This is an optimization exercise on Yosys and OpenROAD, whose aim is small area, a short achievable clock period and few clock cycles per item, not a production implementation. Only simulation tests tie the RTL to the original design; equivalence was not proved. No activity file was given, so power comes from the tool's default toggle rates.

==> design.v <==
`default_nettype	none
module	slowmpy(i_clk, i_reset, i_stb, i_a_unsorted, i_b_unsorted, i_aux, o_busy,
		o_done, o_p, o_aux);
	parameter				LGN = 5;
	parameter			IA = 32,  
						IB = 32;
	parameter	[0:0]			OPT_SIGNED = 1'b1;
	input	wire				i_clk, i_reset;
	input	wire				i_stb;
	input	wire	signed	[(IA-1):0]	i_a_unsorted;
	input	wire	signed	[(IB-1):0]	i_b_unsorted;
	input	wire				i_aux;
	output	reg				o_busy, o_done;
	output	reg	signed	[(NA+NB-1):0]	o_p;
	output	reg				o_aux;
	localparam	NA = (IA > IB) ? IA : IB;	 
	localparam	NB = (IA > IB) ? IB : IA;
	wire	[NA-1:0]	i_a;
	wire	[NB-1:0]	i_b;
	generate if (IA > IB)
	begin
		assign	i_a = i_b_unsorted;
		assign	i_b = i_a_unsorted;
	end else begin
		assign	i_a = i_a_unsorted;
		assign	i_b = i_b_unsorted;
	end endgenerate
	reg	[LGN-1:0]	count;
	reg	[NA-1:0]	p_a;
	reg	[NB-1:0]	p_b;
	reg	[NA+NB-1:0]	partial;
	reg			aux;
	reg	almost_done;
	wire	pre_done;
	assign	pre_done = (count == 0);
	always @(posedge i_clk)
		almost_done <= (!i_reset)&&(o_busy)&&(pre_done);
	always @(posedge i_clk)
	if (i_reset)
	begin
		aux    <= 0;
		o_done <= 0;
		o_busy <= 0;
	end else if ((!o_busy)&&(i_stb))
	begin
		o_done <= 0;
		o_busy <= 1;
		aux    <= i_aux;
	end else if ((o_busy)&&(almost_done))
	begin
		o_done <= 1;
		o_busy <= 0;
	end else
		o_done <= 0;
	wire	[NA-1:0]	pwire;
	assign	pwire = (p_b[0] ? p_a : 0);
	always @(posedge i_clk)
	if (!o_busy)
	begin
		count <= NB[LGN-1:0]-1;
		partial <= 0;
		p_a <= i_a;
		p_b <= i_b;
	end else begin
		p_b <= (p_b >> 1);
		partial[NB-2:0] <= partial[NB-1:1];
		if ((OPT_SIGNED)&&(NA == NB)&&(pre_done))
			partial[NA+NB-1:NB-1] <= { 1'b0, partial[NA+NB-1:NB]} +
				{ 1'b0, pwire[NA-1], ~pwire[NA-2:0] };
		else if (OPT_SIGNED)
			partial[NA+NB-1:NB-1] <= {1'b0,partial[NA+NB-1:NB]} +
				{ 1'b0, !pwire[NA-1], pwire[NA-2:0] };
		else
			partial[NA+NB-1:NB-1] <= {1'b0, partial[NA+NB-1:NB]}
				+ ((p_b[0]) ? {1'b0,p_a} : 0);
		count <= count - 1;
	end
	wire	[NA+NB-1:0]	final_bit_fix;
	assign	final_bit_fix = (NA == NB)
			? {1'b1,{(NA-2){1'b0}},1'b1, {(NB){1'b0}}}
			: ({1'b1,{(NB-1){1'b0}}, 1'b1, {(NA-1){1'b0}}}
	+0); 
	always @(posedge i_clk)
	if (almost_done)
	begin
		if (OPT_SIGNED)
			o_p   <= partial + final_bit_fix;
		else
			o_p   <= partial;
		o_aux <= aux;
	end
endmodule
==> run.sh <==
#!/bin/bash
# synth_recipe.tcl (not shown) runs the flow's synth.tcl, then flattens the netlist and writes it again
# the make line also repeats each setting of config.mk as NAME=value (left out here)
make -C /OpenROAD-flow-scripts/flow DESIGN_CONFIG=/design/flow/config.mk WORK_HOME=/design/flow/orfs CLKGATE_MAP_FILE= SYNTH_SCRIPT=/design/flow/synth_recipe.tcl finish
==> config.mk <==
export PLATFORM = sky130hd
export DESIGN_NAME = slowmpy
export DESIGN_NICKNAME = slowmpy
export VERILOG_FILES = /design/flow/design.v
export SDC_FILE = /design/flow/constraint.sdc
export NUM_CORES = 4
export LEC_CHECK = 0
export CAP_MARGIN = 20
export CORE_MARGIN = 2
export CORE_UTILIZATION = 40
export SLEW_MARGIN = 20
==> constraint.sdc <==
create_clock -name core_clock -period 4.0 [get_ports {i_clk}]
set_input_delay 0.8000 -clock core_clock [delete_from_list [all_inputs] [get_ports {i_clk}]]
set_output_delay 0.8000 -clock core_clock [all_outputs]
set_load 0.01 [all_outputs]
==> impl_metrics.tcl <==
set metrics [dict create \
    hold_viol 0 \
    fmax_mhz 276.7 \
    drc 0 \
    slew_viol_final 0 \
    io_pins 135 \
    dieHeight_microns 151.0 \
    synth-main-ff-cell "dfxtp_1" \
    diodes 0 \
    ant_nets 0 \
    drive_above_1_share_pct 10.92 \
    grt_pass1_wl_microns 28230 \
    multi_input_area_sq_mm 0.003495 \
    worstHoldPathType "reg -> reg" \
    grt_max_degree 52 \
    maxCapViolCount 0 \
    power_mw 4.917 \
    ctsHoldBuffers 0 \
    postCtsSetupBuffers 0 \
    critPathCaptureType "flip-flop" \
    grt_pass1_vias 5636 \
    fp-row-count 53 \
    critPathLaunchType "flip-flop" \
    track_usage_pct 15.52 \
    cp.buffers_inverters 3 \
    ys_ff_latch 202 \
    ys_types 59 \
    n_fill_cell 1839 \
    fin_skew_ns 0.02189 \
    drt_iter0_drc 278 \
    synth_edf_count 97 \
    wl_microns 17630 \
    ys_warn_count 1 \
    syn_nets 836 \
    period_needed_ns 3.614 \
    dieArea_sq_mm 0.02281 \
    regArea_sq_mm 0.005020 \
    synth_cells 729 \
    hold_depth 0 \
    cts.sinks 202 \
    cts_tree "yes" \
    vias_per_cell 4.936 \
    fin_setup_tns_ns 0 \
    path_depth 15 \
    syn_to_final_growth_pct 28.03 \
    htree_levels 1 \
    routedWlPerCell_microns 15.16 \
    cts_made_buffers 22 \
    placement.io_buffers 134 \
    max-slew-margin-rel_pct 49.67 \
    required_ns 4.36 \
    critPathMaxFanout 19 \
    antenna_found_initial 0 \
    arrival_ns 3.98 \
    cts_resized 0 \
    path_clk_slew_ns 0.06 \
    p_per_area_mw_per_mm2 444.2 \
    outcome "no timing/DRC/antenna violations" \
    crit_chain "inv_1, ha_1, nor4b_4, buf_4, buf_4, xnor2_1, ha_1, and3_1, nand2_1, a311oi_1, o22ai_2, o211ai_1, a41oi_1, xnor2_1, nor2_1" \
    ir_drop_mv 0.3356 \
    fin_crit_sh_pct 90.36 \
    ys_seq_area_share_pct 57.99 \
    place_hpwl_microns 13150 \
    clock_latency_ns 0.51 \
    rsz0062_at_grt "no" \
    worst_slew_pin_slew_ns 0.7550 \
    async_flop_share_pct 0 \
    overflow 0 \
    coreArea_sq_mm 0.02109 \
    setup_viol_count_final 0 \
    crit_path_max_incr_delay_ns 0.35 \
    die_w_microns 151.0 \
    worstSetupPathType "reg -> reg" \
    final_net_count 979 \
    drtPass1Iterations 4 \
    gp_congestion 0.8762 \
    initial_core_util_pct 41.01 \
    cts_max_path_buffers 3 \
    syn_avg_cell_area_sq_um 11.86 \
    vias 5741 \
    cp_top_family "compound AO/OA/AOI/OAI gates" \
    reg2reg_depth 15 \
    syn-cell-area_sq_mm 0.008647 \
    power_leakage_nw 4.248 \
    cts_root_buf "clkbuf_16" \
    cp_slowest_cell "ha_1" \
]
-- worst register-to-register path: stages, from the launching register on --
cell      delay [ns]
dfxtp_1         0.33
inv_1           0.10
ha_1            0.15
nor4b_4         0.22
buf_4           0.29
buf_4           0.35
xnor2_1         0.13
ha_1            0.35
and3_1          0.26
nand2_1         0.10
a311oi_1        0.34
o22ai_2         0.19
o211ai_1        0.28
a41oi_1         0.18
xnor2_1         0.16
nor2_1          0.05
-- cell type report --
class / instances / area share, %
Clock inverter: 9 / 0.7798
Sequential cell: 202 / 45.34
Inverter: 15 / 0.5086
Tap cell: 275 / 3.108
Timing Repair Buffer: 142 / 12.66
Clock buffer: 31 / 6.035
Multi-Input combinational cell: 489 / 31.57
-- through the flow --
step | cells | util (%) | area (sq um) | setup WS (ns) | hold slack, ns
floorplan | 729 | - | 8647 | 0.5493 | 0.3711
global placement | 1123 | 48.91 | 10310 | 0.5558 | 0.3820
detailed placement | 1123 | 48.91 | 10310 | 0.4222 | 0.3912
CTS | 1163 | 52.49 | 11070 | 0.3506 | 0.4133
global route | 1163 | 52.50 | 11070 | 0.004088 | 0.4297
finish | 1163 | 52.50 | 11070 | 0.3855 | 0.4221
-- state kept, by name, indices dropped and copies added (netlist names) --
signal and cells:
o_p 64, partial 64, p_a 32, p_b 32, count 5, almost_done 1, aux 1, o_aux 1
o_busy 1, o_done 1
-- cells by family after synthesis --
| logic type | after synthesis | synth area share, % |
|---|---|---|
| compound gates | 102 | 8.233 |
| xor+xnor | 83 | 8.407 |
| fa+ha+maj | 39 | 5.730 |
| buf+inv | 38 | 1.693 |
| flops | 202 | 57.99 |
| mux | 35 | 4.500 |
| simple gates | 230 | 13.44 |
-- layer usage --
layer,GRT usage (%),share of wire (%),wire (microns)
met5,0,0,0
met1,21.48,46,8188
met2,25.32,46,8162
met3,2.500,4.9,859
met4,4.346,2.4,418
-- cells in the final DEF (no fill, tap or decap), types with 4 or more instances in the layout --
| master | count |
|---|---|
| a21o_1 | 14 |
| a21oi_1 | 30 |
| a31oi_1 | 4 |
| and2_1 | 34 |
| and3_1 | 6 |
| buf_4 | 8 |
| clkbuf_1 | 4 |
| clkbuf_16 | 25 |
| clkdlybuf4s50_1 | 134 |
| clkinv_2 | 4 |
| dfxtp_1 | 103 |
| edfxtp_1 | 97 |
| ha_1 | 38 |
| inv_1 | 14 |
| mux2_2 | 31 |
| mux2i_1 | 4 |
| nand2_1 | 74 |
| nand2b_1 | 7 |
| nand3_1 | 20 |
| nand4_1 | 11 |
| nor2_1 | 45 |
| nor3_1 | 11 |
| o211ai_1 | 4 |
| o21a_1 | 6 |
| o21ai_0 | 10 |
| o21bai_1 | 5 |
| xnor2_1 | 64 |
| xor2_1 | 19 |
-- synth_stat cells (all sizes together), types with 3 or more instances --
cell | number | area share [%]
a21oi | 32 | 1.9
xnor2 | 64 | 6.5
xor2 | 19 | 1.9
nor3b | 3 | 0.26
nand4 | 11 | 0.80
nand2b | 7 | 0.51
edfxtp | 97 | 34
and2 | 36 | 2.6
nor2b | 4 | 0.38
nand2 | 74 | 3.2
nand3b | 3 | 0.26
nor2 | 45 | 2.0
o2111ai | 3 | 0.30
and3 | 9 | 0.82
a31oi | 5 | 0.43
o21ai | 12 | 0.74
o21a | 6 | 0.52
clkbuf | 19 | 0.82
nand3 | 20 | 1.2
dfxtp | 105 | 24
o211ai | 4 | 0.35
inv | 15 | 0.65
and4 | 4 | 0.46
o21bai | 5 | 0.43
buf | 4 | 0.22
o41ai | 3 | 0.39
mux2i | 4 | 0.46
nor3 | 11 | 0.64
a21o | 14 | 1.2
ha | 38 | 5.5
mux2 | 31 | 4.0
-- power by group --
part / internal [mW] / switching [mW]
Combinational: 0.265 / 0.272
Clock: 1.24 / 0.797
Sequential: 2.27 / 0.0802
Total: 3.77 / 1.15
-- final timing paths --
check / start / endpoint / slack (ns)
worst max-delay path: count[0] / partial[59] / 0.39
worst min-delay path: partial[14] / o_p[14] / 0.42
worst max register to register: count[0] / partial[59] / 0.39
worst min register to register: partial[14] / o_p[14] / 0.42
Testbench counts, summed over its fixed seeds: cycles 108,800, items 3,200.

## static timing again, ports no longer ideal
No port has a modelled driver above. Below, the same layout with a new extraction and two added sets of constraints. Step 1 assumes that a clkbuf_16 drives the clock port and a buf_2 every other input. Step 2 also shifts input and output timing later by t, the mid clock arrival at the registers, as if the neighbouring blocks saw the same clock. Three values: ideal ports, drivers, drivers and shift; two values: the first two.
t (ns): 0.542
setup WS [ns]: 0.386 / 0.386 / 0.386
hold WS [ns]: 0.422 / 0.422 / 0.422
worst setup path at the end: register to register
After both steps this run still meets setup and hold. For this run, drivers alone change the setup slack by 0.000 ns; drivers and shift together by 0.000 ns.
